Context: an optimization exercise on an open-source flow, tuned for a short achievable clock period and few clock cycles. The choices shown serve that exercise and are no tape-out recipe. In this exercise RTL edits were held to simulation tests only and were not proved equivalent to the original. No activity file was given, so power comes from the tool's default toggle rates.

==> design/flow/design.v <==
module register_1bit (
    input  wire [2:0] sel,
    input  wire [8:0] a0, a1, a2, a3, a4, a5, a6, a7,
    output reg  [8:0] y
);
    always @(*) begin
        case (sel)
            3'd0: y = a0;
            3'd1: y = a1;
            3'd2: y = a2;
            3'd3: y = a3;
            3'd4: y = a4;
            3'd5: y = a5;
            3'd6: y = a6;
            default: y = a7;
        endcase
    end
endmodule
module counter_9bit (
    input  wire       sa, sb, sc, sd,
    input  wire [8:0] a, b, c, d,
    output wire [8:0] y
);
    assign y = ({9{sa}} & a) | ({9{sb}} & b) | ({9{sc}} & c) | ({9{sd}} & d);
endmodule
module sel5h (
    input  wire       sa, sb, sc, sd, se,
    input  wire [8:0] a, b, c, d, e,
    output wire [8:0] y
);
    assign y = ({9{sa}} & a) | ({9{sb}} & b) | ({9{sc}} & c) | ({9{sd}} & d) | ({9{se}} & e);
endmodule
module mux_9to1 (
    input  wire       s,
    input  wire [8:0] a,
    input  wire [8:0] b,
    output wire [8:0] y
);
    assign y = s ? a : b;
endmodule
module addsub_9bit (
    input  wire [8:0] a,
    input  wire [8:0] b,
    input  wire       ci,
    output wire [8:0] s
);
    wire [8:0] p, g, c;
    ks_xor9 u_p (.a(a), .b(b), .y(p));
    ks_and9 u_g (.a(a), .b(b), .y(g));
    ks_tree u_c (.p(p), .g(g), .ci(ci), .c(c));
    ks_xor9 u_s (.a(p), .b(c), .y(s));
endmodule
module ks_xor9 (input wire [8:0] a, input wire [8:0] b, output wire [8:0] y);
    assign y = a ^ b;
endmodule
module ks_and9 (input wire [8:0] a, input wire [8:0] b, output wire [8:0] y);
    assign y = a & b;
endmodule
module ks_tree (
    input  wire [8:0] p,
    input  wire [8:0] g,
    input  wire       ci,
    output wire [8:0] c
);
    wire [9:0] p0 = {p, 1'b0};
    wire [9:0] g0 = {g, ci};
    wire [9:0] g1, p1, g2, p2, g4, p4, g8;
    genvar i;
    generate for (i = 0; i < 10; i = i + 1) begin : t
        if (i >= 1) begin
            assign g1[i] = g0[i] | (p0[i] & g0[i-1]);
            assign p1[i] = p0[i] & p0[i-1];
        end else begin
            assign g1[i] = g0[i]; assign p1[i] = p0[i];
        end
        if (i >= 2) begin
            assign g2[i] = g1[i] | (p1[i] & g1[i-2]);
            assign p2[i] = p1[i] & p1[i-2];
        end else begin
            assign g2[i] = g1[i]; assign p2[i] = p1[i];
        end
        if (i >= 4) begin
            assign g4[i] = g2[i] | (p2[i] & g2[i-4]);
            assign p4[i] = p2[i] & p2[i-4];
        end else begin
            assign g4[i] = g2[i]; assign p4[i] = p2[i];
        end
        if (i >= 8)
            assign g8[i] = g4[i] | (p4[i] & g4[i-8]);
        else
            assign g8[i] = g4[i];
    end endgenerate
    assign c = g8[8:0];
endmodule
module comparator (
    input  wire       s,
    input  wire [8:0] late,
    input  wire [8:0] other,
    output wire [8:0] y
);
    assign y = ({9{s}} & late) | other;
endmodule
module control_unit (
    input  wire [8:0]  a,
    input  wire [15:0] cv,     
    input  wire [79:0] ct,     
    output wire        hit
);
    wire [15:0] m;
    genvar i;
    generate for (i = 0; i < 16; i = i + 1) begin : l
        assign m[i] = cv[i] && ct[5*i +: 5] == a[8:4] && a[3:0] == i;
    end endgenerate
    assign hit = |m;
endmodule
module CPU(
	input wire [8:0] in_Din,
	input wire in_clk,
	input wire in_re,
	input wire in_run,
	output wire [8:0] out_Addr,
	output wire [8:0] out_Dout,
	output wire out_W
);
	localparam CN = 16, CB = 4;
	reg [8:0] FA;                   
	reg       IRV;                  
	reg       pld, pst, pjr, pj2;   
	reg       exr;                  
	reg [8:0] JT;                   
	reg [8:0] R0, R1, R2, R3, R4, R5, R6, G;
	reg [6:0] WEN;                  
	reg [8:0] RES, RESN;            
	reg       W;
	reg [8:0] DO;
	reg [2:0] rx, iy;
	reg       d_x7, d_mv, d_mvi, d_sub, d_as, d_ld, d_st, d_ldst, d_mvnz, d_halt;
	reg       d_mviu, d_mvic;       
	reg       d_wr, d_redu;         
	reg [8:0] OX, OY;               
	reg       FX;                   
	reg       FYr, FYs, FYo;        
	reg [8:0] EPC;                  
	reg  [8:0] EPC1, EPC2;          
	wire [8:0] AFT = d_mvic ? EPC2 : EPC1;    
	reg        s_vy, s_vp, s_im, s_f1;        
	reg [8:0] IMM;
	reg [2:0] LRX;                  
	reg          CV [0:CN-1];
	reg [8-CB:0] CT [0:CN-1];
	reg [8:0]    CD [0:CN-1];
	reg [8:0] FAO;
	assign out_Addr = FAO;
	assign out_Dout = DO;
	assign out_W    = W;
	wire [8:0] FA1 = FA + 9'd1;
	wire [8:0] FA2 = FA + 9'd2;
	wire [8:0] vx, vy, vyr;
	mux_9to1 u_vx  (.s(FX), .a(RES), .b(OX), .y(vx));
	mux_9to1 u_vyr (.s(FYs), .a(RESN), .b(RES), .y(vyr));
	mux_9to1 u_vy  (.s(FYo), .a(OY), .b(vyr), .y(vy));
	wire [8:0] sum;
	addsub_9bit u_alu (.a(vx), .b(vy), .ci(d_sub), .s(sum));
	reg        GNZ;
	wire       gnz = GNZ;
	wire [8:0] zc = {vx[7:0] | vy[7:0], d_sub};
	wire       s_nz = ((vx ^ vy) != zc);
	wire e_wr    = exr && (d_wr || (d_mvnz && gnz));    
	wire e_wen   = e_wr && !d_x7;
	wire e_j     = e_wr && d_x7;
	wire e_ldst  = exr && d_ldst;
	wire e_halt  = exr && d_halt;
	wire e_mviu  = exr && d_mviu;
	wire e_mvic  = exr && d_mvic;
	wire e_as    = exr && d_as;
	wire use_e   = !exr ? (pld || pst || pjr || pj2) : (d_redu || (d_x7 && d_mvnz && gnz));
	wire [8:0] e_oth =
		({9{exr && (d_mv || d_mvnz)}} & vy) |
		({9{e_mvic}} & IMM) |
		({9{e_mviu || pld}} & in_Din);
	wire       r_hold = !in_run || pst;
	wire [8:0] res_d;
	comparator u_res (.s(e_as && !r_hold), .late(sum), .other(r_hold ? RES : e_oth), .y(res_d));
	wire       g_en = in_run && e_as;
	wire [8:0] g_d;
	comparator u_g (.s(g_en && !in_re), .late(sum), .other((in_re || g_en) ? 9'd0 : G), .y(g_d));
	wire [2:0] dop = in_Din[8:6];
	wire [2:0] dx  = in_Din[5:3];
	wire [2:0] dy  = in_Din[2:0];
	wire [8:0] C0 = WEN[0] ? RES : R0;
	wire [8:0] C1 = WEN[1] ? RES : R1;
	wire [8:0] C2 = WEN[2] ? RES : R2;
	wire [8:0] C3 = WEN[3] ? RES : R3;
	wire [8:0] C4 = WEN[4] ? RES : R4;
	wire [8:0] C5 = WEN[5] ? RES : R5;
	wire [8:0] C6 = WEN[6] ? RES : R6;
	wire [8:0] OXn, OYn;
	register_1bit u_ox (.sel(dx), .a0(C0), .a1(C1), .a2(C2), .a3(C3), .a4(C4), .a5(C5), .a6(C6), .a7(FA), .y(OXn));
	register_1bit u_oy (.sel(dy), .a0(C0), .a1(C1), .a2(C2), .a3(C3), .a4(C4), .a5(C5), .a6(C6), .a7(FA), .y(OYn));
	wire [8:0] RESP1 = RES + 9'd1;
	reg  [8:0] RESP1R;
	reg        RP1V;
	reg  [8:0] IMMP1;                        
	reg  [8:0] RP0, RP1, RP2, RP3, RP4, RP5, RP6;    
	reg  [6:0] rxo;                          
	reg        d_wrn7, d_nzn7;               
	wire       e_wen7 = exr && (d_wrn7 || (d_nzn7 && gnz));
	reg  [6:0] fwr, hzr, nzr;
	wire [6:0] fw = fwr;
	wire [6:0] hz = hzr | (nzr & {7{gnz}}) | (WEN & {7{!RP1V}} & ~fw);
	wire [8:0] Q0, Q1, Q2, Q3, Q4, Q5, Q6;
	counter_9bit u_q0 (.sa(hz[0]), .sb(fw[0]), .sc(!hz[0] && !fw[0] && WEN[0]), .sd(!hz[0] && !fw[0] && !WEN[0]), .a(FA1), .b(IMMP1), .c(RESP1R), .d(RP0), .y(Q0));
	counter_9bit u_q1 (.sa(hz[1]), .sb(fw[1]), .sc(!hz[1] && !fw[1] && WEN[1]), .sd(!hz[1] && !fw[1] && !WEN[1]), .a(FA1), .b(IMMP1), .c(RESP1R), .d(RP1), .y(Q1));
	counter_9bit u_q2 (.sa(hz[2]), .sb(fw[2]), .sc(!hz[2] && !fw[2] && WEN[2]), .sd(!hz[2] && !fw[2] && !WEN[2]), .a(FA1), .b(IMMP1), .c(RESP1R), .d(RP2), .y(Q2));
	counter_9bit u_q3 (.sa(hz[3]), .sb(fw[3]), .sc(!hz[3] && !fw[3] && WEN[3]), .sd(!hz[3] && !fw[3] && !WEN[3]), .a(FA1), .b(IMMP1), .c(RESP1R), .d(RP3), .y(Q3));
	counter_9bit u_q4 (.sa(hz[4]), .sb(fw[4]), .sc(!hz[4] && !fw[4] && WEN[4]), .sd(!hz[4] && !fw[4] && !WEN[4]), .a(FA1), .b(IMMP1), .c(RESP1R), .d(RP4), .y(Q4));
	counter_9bit u_q5 (.sa(hz[5]), .sb(fw[5]), .sc(!hz[5] && !fw[5] && WEN[5]), .sd(!hz[5] && !fw[5] && !WEN[5]), .a(FA1), .b(IMMP1), .c(RESP1R), .d(RP5), .y(Q5));
	counter_9bit u_q6 (.sa(hz[6]), .sb(fw[6]), .sc(!hz[6] && !fw[6] && WEN[6]), .sd(!hz[6] && !fw[6] && !WEN[6]), .a(FA1), .b(IMMP1), .c(RESP1R), .d(RP6), .y(Q6));
	wire [7:0] y_ok = {1'b1, ~hz};
	wire       g_ok = gnz && !e_as;
	wire [8:0] QJ;
	register_1bit u_qj (.sel(dy), .a0(Q0), .a1(Q1), .a2(Q2), .a3(Q3), .a4(Q4), .a5(Q5), .a6(Q6), .a7(FA1), .y(QJ));
	wire       j_mv = dx == 3'd7 && dop == 3'b000;
	wire       j_nz = dx == 3'd7 && dop == 3'b110 && g_ok;
	wire f_j  = (j_mv || j_nz) && y_ok[dy];
	wire [CB-1:0] l_idx = FA[CB-1:0];
	wire [CN-1:0]   cvv;
	wire [5*CN-1:0] ctv;
	genvar gl;
	generate for (gl = 0; gl < CN; gl = gl + 1) begin : lk
		assign cvv[gl] = CV[gl];
		assign ctv[5*gl +: 5] = CT[gl];
	end endgenerate
	wire          l_hit;
	control_unit u_hit (.a(FA), .cv(cvv), .ct(ctv), .hit(l_hit));
	wire f_mvic = dop == 3'b001 && l_hit;
	wire [8:0] FAS;
	mux_9to1 u_fas (.s(f_mvic), .a(FA2), .b(FA1), .y(FAS));
	wire f_jq = j_mv || j_nz;    
	reg n_irv, n_pld, n_pst, n_pjr, n_pj2, n_w, tk, tk_hold, ld_fwd;
	always @(*) begin
		n_irv = IRV; n_pld = pld; n_pst = pst; n_pjr = pjr; n_pj2 = pj2; n_w = 1'b0;
		tk = 1'b0; tk_hold = 1'b0; ld_fwd = 1'b0;
		if (in_re) begin
			n_irv = 1'b0; n_pld = 1'b0; n_pst = 1'b0; n_pjr = 1'b0; n_pj2 = 1'b0;
		end else if (pst) begin
			n_pst = 1'b0;
		end else if (in_run) begin
			if (pld) begin
				n_pld = 1'b0;
				if (LRX == 3'd7) begin
					n_pjr = 1'b1; n_irv = 1'b0;
				end else
					ld_fwd = 1'b1;
			end else if (pjr) begin
				n_pjr = 1'b0; n_pj2 = 1'b1;
			end else if (pj2) begin
				n_pj2 = 1'b0;
			end else if (e_halt) begin
			end else if (e_ldst) begin
				n_pld = d_ld; n_pst = d_st; n_w = d_st;
				tk = 1'b1; tk_hold = 1'b1; n_irv = 1'b1;
			end else if (e_j) begin
				n_irv = 1'b0;
				if (d_as || d_mviu) n_pjr = 1'b1;
			end else if (e_mviu) begin
				n_irv = 1'b0;
			end else begin
				tk = 1'b1; n_irv = !f_j;
			end
		end
	end
	wire       n_exr  = n_irv && !n_pld && !n_pst && !n_pjr && !n_pj2;
	wire       n_mvic = tk ? (dop == 3'b001 && f_mvic) : d_mvic;
	wire [6:0] n_rxo  = tk ? ((7'd1 << dx) & 7'h7f) : rxo;
	wire       n_wrn7 = tk ? (dx != 3'd7 && (dop == 3'b000 || dop == 3'b001 || dop[2:1] == 2'b01)) : d_wrn7;
	wire       n_nzn7 = tk ? (dx != 3'd7 && dop == 3'b110) : d_nzn7;
	always @(posedge in_clk) begin
		IRV <= n_irv; pld <= n_pld; pst <= n_pst; pjr <= n_pjr; pj2 <= n_pj2; W <= n_w;
		exr <= n_exr;
		fwr <= {7{n_exr && n_mvic}} & n_rxo;
		hzr <= {7{n_exr && n_wrn7 && !n_mvic}} & n_rxo;
		nzr <= {7{n_exr && n_nzn7}} & n_rxo;
		if (pjr) JT <= RES + 9'd1;
	end
	wire [8:0] EA = pj2 ? JT : AFT;
	wire [8:0] EB, EADDR;
	counter_9bit u_eb (.sa(s_vy), .sb(s_vp), .sc(s_im), .sd(s_f1),
	                   .a(vy), .b(vy + 9'd1), .c(IMMP1), .d(FA1), .y(EB));
	mux_9to1 u_ea (.s(exr), .a(EB), .b(EA), .y(EADDR));
	wire       go   = !in_re && (in_run || pst);
	wire [8:0] fa_d;
	sel5h u_fa (.sa(!in_re && !(in_run || pst)), .sb(go && use_e),
	            .sc(go && !use_e && f_jq), .sd(go && !use_e && !f_jq && f_mvic),
	            .se(go && !use_e && !f_jq && !f_mvic),
	            .a(FA), .b(EADDR), .c(QJ), .d(FA2), .e(FA1), .y(fa_d));
	wire [8:0] fa_do;
	sel5h u_fao (.sa(!in_re && !(in_run || pst)), .sb(go && use_e),
	             .sc(go && !use_e && f_jq), .sd(go && !use_e && !f_jq && f_mvic),
	             .se(go && !use_e && !f_jq && !f_mvic),
	             .a(FA), .b(EADDR), .c(QJ), .d(FA2), .e(FA1), .y(fa_do));
	always @(posedge in_clk) begin
		FA <= fa_d;
		FAO <= fa_do;
	end
	reg          FV;
	reg [8:0]    FP, FD;
	always @(posedge in_clk) begin
		FV <= !in_re && in_run && !pst && e_mviu;
		FP <= EPC;
		FD <= in_Din;
	end
	integer k;
	always @(posedge in_clk) begin
		if (in_re) begin
			for (k = 0; k < CN; k = k + 1) CV[k] <= 1'b0;
		end else if (FV) begin
			CV[FP[CB-1:0]] <= 1'b1;
		end
	end
	always @(posedge in_clk) begin
		if (FV) begin
			CT[FP[CB-1:0]] <= FP[8:CB];
			CD[FP[CB-1:0]] <= FD;
		end
	end
	always @(posedge in_clk) begin
		if (in_re) begin
			R0 <= 9'd0; R1 <= 9'd0; R2 <= 9'd0; R3 <= 9'd0;
			R4 <= 9'd0; R5 <= 9'd0; R6 <= 9'd0;
			RP0 <= 9'd1; RP1 <= 9'd1; RP2 <= 9'd1; RP3 <= 9'd1;
			RP4 <= 9'd1; RP5 <= 9'd1; RP6 <= 9'd1;
		end else begin
			if (WEN[0]) begin R0 <= RES; RP0 <= RESP1; end
			if (WEN[1]) begin R1 <= RES; RP1 <= RESP1; end
			if (WEN[2]) begin R2 <= RES; RP2 <= RESP1; end
			if (WEN[3]) begin R3 <= RES; RP3 <= RESP1; end
			if (WEN[4]) begin R4 <= RES; RP4 <= RESP1; end
			if (WEN[5]) begin R5 <= RES; RP5 <= RESP1; end
			if (WEN[6]) begin R6 <= RES; RP6 <= RESP1; end
		end
	end
	always @(posedge in_clk) begin
		if (in_re) GNZ <= 1'b0;
		else if (g_en) GNZ <= s_nz;
	end
	wire [8:0] valp1 =
		({9{exr && (d_mv || d_mvnz)}} & (vy + 9'd1)) |
		({9{e_mvic}} & IMMP1) |
		({9{e_mviu || pld}} & (in_Din + 9'd1));
	always @(posedge in_clk) begin
		if (!r_hold) begin
			RESP1R <= valp1;
			RP1V <= !e_as;
		end
	end
	always @(posedge in_clk) begin
		RES <= res_d;
		RESN <= ~res_d;
		G <= g_d;
	end
	always @(posedge in_clk) begin
		if (in_re || !in_run || pst) WEN <= 7'd0;
		else if (pld) WEN <= (7'd1 << LRX) & 7'h7f;
		else if (e_wen) WEN <= (7'd1 << rx) & 7'h7f;
		else WEN <= 7'd0;
	end
	always @(posedge in_clk) begin
		if (tk) begin
			rx <= dx; iy <= dy; d_x7 <= dx == 3'd7;
			d_mv <= dop == 3'b000; d_mvi <= dop == 3'b001;
			d_sub <= dop == 3'b011; d_as <= dop[2:1] == 2'b01;
			d_ld <= dop == 3'b100; d_st <= dop == 3'b101; d_ldst <= dop[2:1] == 2'b10;
			d_mvnz <= dop == 3'b110; d_halt <= dop == 3'b111;
			d_mviu <= dop == 3'b001 && !f_mvic;
			d_mvic <= dop == 3'b001 && f_mvic;
			d_wr <= dop == 3'b000 || dop == 3'b001 || dop[2:1] == 2'b01;
			d_redu <= dop == 3'b111 || dop[2:1] == 2'b10 || (dop == 3'b001 && !f_mvic) ||
			          (dx == 3'd7 && (dop == 3'b000 || dop == 3'b001 || dop[2:1] == 2'b01));
			OX <= OXn; OY <= OYn ^ {9{dop == 3'b011}};
			EPC <= FA; EPC1 <= FA1; EPC2 <= FA2;
			s_vy <= dop[2:1] == 2'b10;
			s_vp <= dx == 3'd7 && (dop == 3'b000 || dop == 3'b110);
			s_im <= dx == 3'd7 && dop == 3'b001 && f_mvic;
			s_f1 <= !(dop[2:1] == 2'b10) && !(dx == 3'd7 && (dop == 3'b000 || dop == 3'b110)) &&
			        !(dx == 3'd7 && dop == 3'b001 && f_mvic);
			IMM <= CD[l_idx]; IMMP1 <= CD[l_idx] + 9'd1;
			rxo <= (7'd1 << dx) & 7'h7f;
			d_wrn7 <= dx != 3'd7 && (dop == 3'b000 || dop == 3'b001 || dop[2:1] == 2'b01);
			d_nzn7 <= dx != 3'd7 && dop == 3'b110;
		end
		if (tk && tk_hold) begin
			FX <= 1'b0; FYr <= 1'b0; FYs <= 1'b0; FYo <= 1'b1;
		end else if (tk) begin
			FX <= e_wen && rx == dx;
			FYr <= e_wen && rx == dy && dop != 3'b011;
			FYs <= e_wen && rx == dy && dop == 3'b011;
			FYo <= !(e_wen && rx == dy);
		end else if (ld_fwd) begin
			FX <= rx == LRX;
			FYr <= iy == LRX && !d_sub;
			FYs <= iy == LRX && d_sub;
			FYo <= iy != LRX;
		end
		if (!in_re && in_run && !pst && e_ldst) begin
			LRX <= rx; DO <= vx;
		end
	end
endmodule
==> design/flow/run.sh <==
#!/bin/bash
# synth_recipe.tcl (not shown) runs the flow's synth.tcl, then flattens the netlist and writes it again
# the make line also repeats each setting of config.mk as NAME=value (left out here)
make -C /OpenROAD-flow-scripts/flow DESIGN_CONFIG=/design/flow/config.mk WORK_HOME=/design/flow/orfs CLKGATE_MAP_FILE= SYNTH_SCRIPT=/design/flow/synth_recipe.tcl finish
==> design/flow/config.mk <==
export PLATFORM = sky130hd
export DESIGN_NAME = CPU
export DESIGN_NICKNAME = CPU
export VERILOG_FILES = /design/flow/design.v
export SDC_FILE = /design/flow/constraint.sdc
export NUM_CORES = 4
export LEC_CHECK = 0
export ABC_CLOCK_PERIOD_IN_PS = 1500
export CAP_MARGIN = 20
export CORE_MARGIN = 2
export CORE_UTILIZATION = 40
export PLACE_DENSITY = 0.6
export SETUP_SLACK_MARGIN = 4.0
export SLEW_MARGIN = 20
export SYNTH_HIERARCHICAL = 1
export TNS_END_PERCENT = 100
==> design/flow/constraint.sdc <==
create_clock -name core_clock -period 6.0 [get_ports {in_clk}]
set_input_delay 1.2000 -clock core_clock [delete_from_list [all_inputs] [get_ports {in_clk}]]
set_output_delay 1.2000 -clock core_clock [all_outputs]
set_load 0.01 [all_outputs]
==> run notes <==
-- worst paths after layout --
check              start     to  slack, ns  depth (start not counted)
setup reg to reg     FYs  FA[6]       3.25                         11
setup / recovery     FYs  FA[6]       3.25                         11
hold reg to reg   EPC[3]  FP[3]       0.34                          0
hold / removal    EPC[3]  FP[3]       0.34                          0
-- final cells by class --
cell class | instances | area (sq um)
tap | 940 | 1180
inverter | 63 | 249
sequential | 583 | 15200
multi-input combinational | 1574 | 14000
fill | 5821 | 32800
timing repair buffer | 330 | 4420
antenna | 2 | 5.00
clock buffer | 96 | 1840
clock inverter | 20 | 224
-- metal layers --
layer | up-vias | global-route usage
met4 | 4 | 0.138
met3 | 340 | 0.0498
met2 | 1130 | 0.427
met1 | 11100 | 0.350
met5 | - | 0
li1 | 9466 | -
-- worst register-to-register path, stage by stage (launching register included) --
cell	delay (ns)
dfxtp_4	0.36
buf_12	0.13
mux2_4	0.30
mux2_4	0.30
and3_4	0.19
and3_4	0.21
xnor2_4	0.13
a22oi_2	0.32
nand2_1	0.16
mux2_4	0.30
a22oi_2	0.16
nand2_1	0.06
-- repair_timing --
action,in CTS,in global routing
hold endpoints to repair,0,0
pin swaps,99,117
resized for setup,503,203
endpoints found under the setup margin,407,267
cloned,38,17
setup buffers,126,61
-- power groups by stage --
stage | Clock, W | Combinational, W | Sequential [W]
after global routing | 0.00408 | 0.00215 | 0.00459
after floorplan | 0 | 0.00106 | 0.00452
after CTS | 0.00391 | 0.00177 | 0.00457
final | 0.00387 | 0.00207 | 0.00458
after global placement | 0 | 0.00135 | 0.00466
after detailed placement | 0 | 0.00137 | 0.00466
-- per-stage QoR --
stage	instances	area (sq um)	power [W]
5_1_grt	3606	37100	0.0108
3_5_place_dp	3248	29500	0.00603
4_1_cts	3528	35200	0.0103
6_report	3608	37100	0.0105
3_3_place_gp	3248	29500	0.00601
2_1_floorplan	2391	29000	0.00558
==> metrics.md <==
| Metric | Value |
|---|---|
| Tightest Pin Transition | `1.06 ns` |
| Final core occ | `0.530` |
| Power Internal | `0.00752 W` |
| Critical path fanouts, max | `5` |
| Worst VDD drop | `0.000259 V` |
| HPWL after detailed placement | `59000 microns` |
| Final Max Tran Viols | `0` |
| Total global-route track usage | `0.268` |
| Total Die Area | `72700 sq um` |
| Period utilisation layout | `0.458` |
| Ratio of cells with drive above 1 in the final layout | `0.374` |
| CTS root buffer | `clkbuf_16` |
| Data required time of the worst path | `6.52 ns` |
| Placement Setup Slack | `1.81 ns` |
| Insertion delay to the later sink of the worst-skew pair | `0.65 ns` |
| CP max stage cell | `dfxtp_4` |
| Placer's final routability congestion estimate | `0.969` |
| Clock network fraction of total power | `0.368` |
| Top-level port count | `31` |
| Wire length of the first global-routing pass | `145000 microns` |
| Startpoint-to-endpoint class of the critical path | `flop to flop` |
| Number of DRC markers after the initial detailed-route iteration | `2778` |
| Vias in the first global route | `21.4k` |
| Mean routed wirelength per cell | `28.5 microns` |
| Combinational share of power | `0.197` |
| Warnings, synthesis | `8` |
| Largest net degree at the start of global routing | `58` |
| Total of endpoints with negative setup slack in the final report | `0` |
| WL final | `103000 microns` |
| H-Tree Depth | `2` |
| Hold-fix buffers at CTS | `0` |
| Worst slew slack as a fraction of its limit | `0.292` |
| Initial antenna violation count | `4` |
| Die span in y | `270 microns` |
| Synth Instances | `2391` |
| Clock buffer count from CTS | `61` |
| Post-Synthesis Mean Instance Area | `11.8 sq um` |
| Die span in x | `270 microns` |
| CORE AREA | `69900 sq um` |
| Most frequent standard cell in the layout excluding fill and tap cells | `edfxtp_1` |
| Global route overflow | `0` |
| Vias per cell | `6.10` |
| Peak Freq | `364 MHz` |
| Switching share of total power | `0.285` |
| Endpoints failing hold | `0` |
| P_sw | `0.00300 W` |
| Top delay family on crit path | `multiplexers` |
| Setup slack after layout | `3.25 ns` |
| Netlist area before placement | `28200 sq um` |
| Met1 WL | `41200 microns` |
| Initial standard-cell utilization of the core | `0.404` |
| Top Metal Used | `met5` |
| Buffers and inverters on the worst path | `1` |
| First-pass iteration count of the detailed router | `6` |
| Class of the tightest hold or removal check | `flop to flop` |
| Clock tree skew after final layout | `0.0249 ns` |
| Total clock sinks | `583` |
| Worst endpoint data arrival time | `3.27 ns` |
| Post-route antenna net violation count | `0` |
| Number of input and output port buffers inserted | `30` |
| Leading cell types in the layout, fill and taps excluded | `edfxtp_1, dfxtp_1, buf_4, nor2_1, nand2_1` |
| Number of DRC violations after detailed routing | `0` |
| Clock Pin Slew Worst Setup and Hold Paths | `0.06 ns` |
| Number of nets in the layout | `2639` |
| Relative contribution of sequential cells to total power | `0.435` |
| PwrDens | `284 nW/um^2` |
| CTS tree | `yes` |
| Static leakage power | `13.2 nW` |
| Detail Route met3 WL | `8760 microns` |
| Final hold slack | `0.338 ns` |
| CTS max path bufs | `3` |
| Category of the worst setup path launch point | `flop` |
| Most frequent cell on the critical path | `mux2_4` |
| CP max stage delay | `0.36 ns` |
| Final critical path time including I/O delays and setup | `2.75 ns` |
| Setup_tns | `0 ns` |
| RSZ-0062 raised after global routing | `true` |
| Vias after detailed routing | `22.0k` |
| Max-capacitance violation count | `0` |
| Net count after synthesis | `2417` |
| Length of routed met2 wiring | `47000 microns` |
| Flip-flop count of the largest register, all copies and words added | `144` |
| Cell-by-cell listing of the critical path | `buf_12, mux2_4, mux2_4, and3_4, and3_4, xnor2_4, a22oi_2, nand2_1, mux2_4, a22oi_2, nand2_1` |
| Kind of capture point of the worst setup path | `flop` |
| Signed area change from the synthesized netlist to the final layout | `31.3%` |
| Number of standard-cell rows in the floorplan | `97` |
| Result of the run | `timing/DRC/antenna clean` |
Testbench counts, summed over its fixed seeds: cycles 16,059.

[separate check: timing with driven ports]
In the flow no input, the clock included, has a driving cell. The finished layout below was timed again as built, in two steps. Step 1: set_driving_cell puts a clkbuf_16 on in_clk and a buf_2 on each other input, an assumption about the parent block. Step 2 times the ports against the registers' clock, not the clock port: input delays grow and output delays shrink by t, the midpoint of the rising clock arrivals with the driver on. a / b / c = ideal ports / drivers / drivers and shift; a / b = the first two.
shift t [ns]: 0.706
setup slack, ns: 3.255 / 3.255 / 2.796
worst setup path at the end: input to register
After both steps setup and hold are still met in this run. The setup slack of this run moves by 0.000 ns with the drivers and by -0.459 ns with both steps.
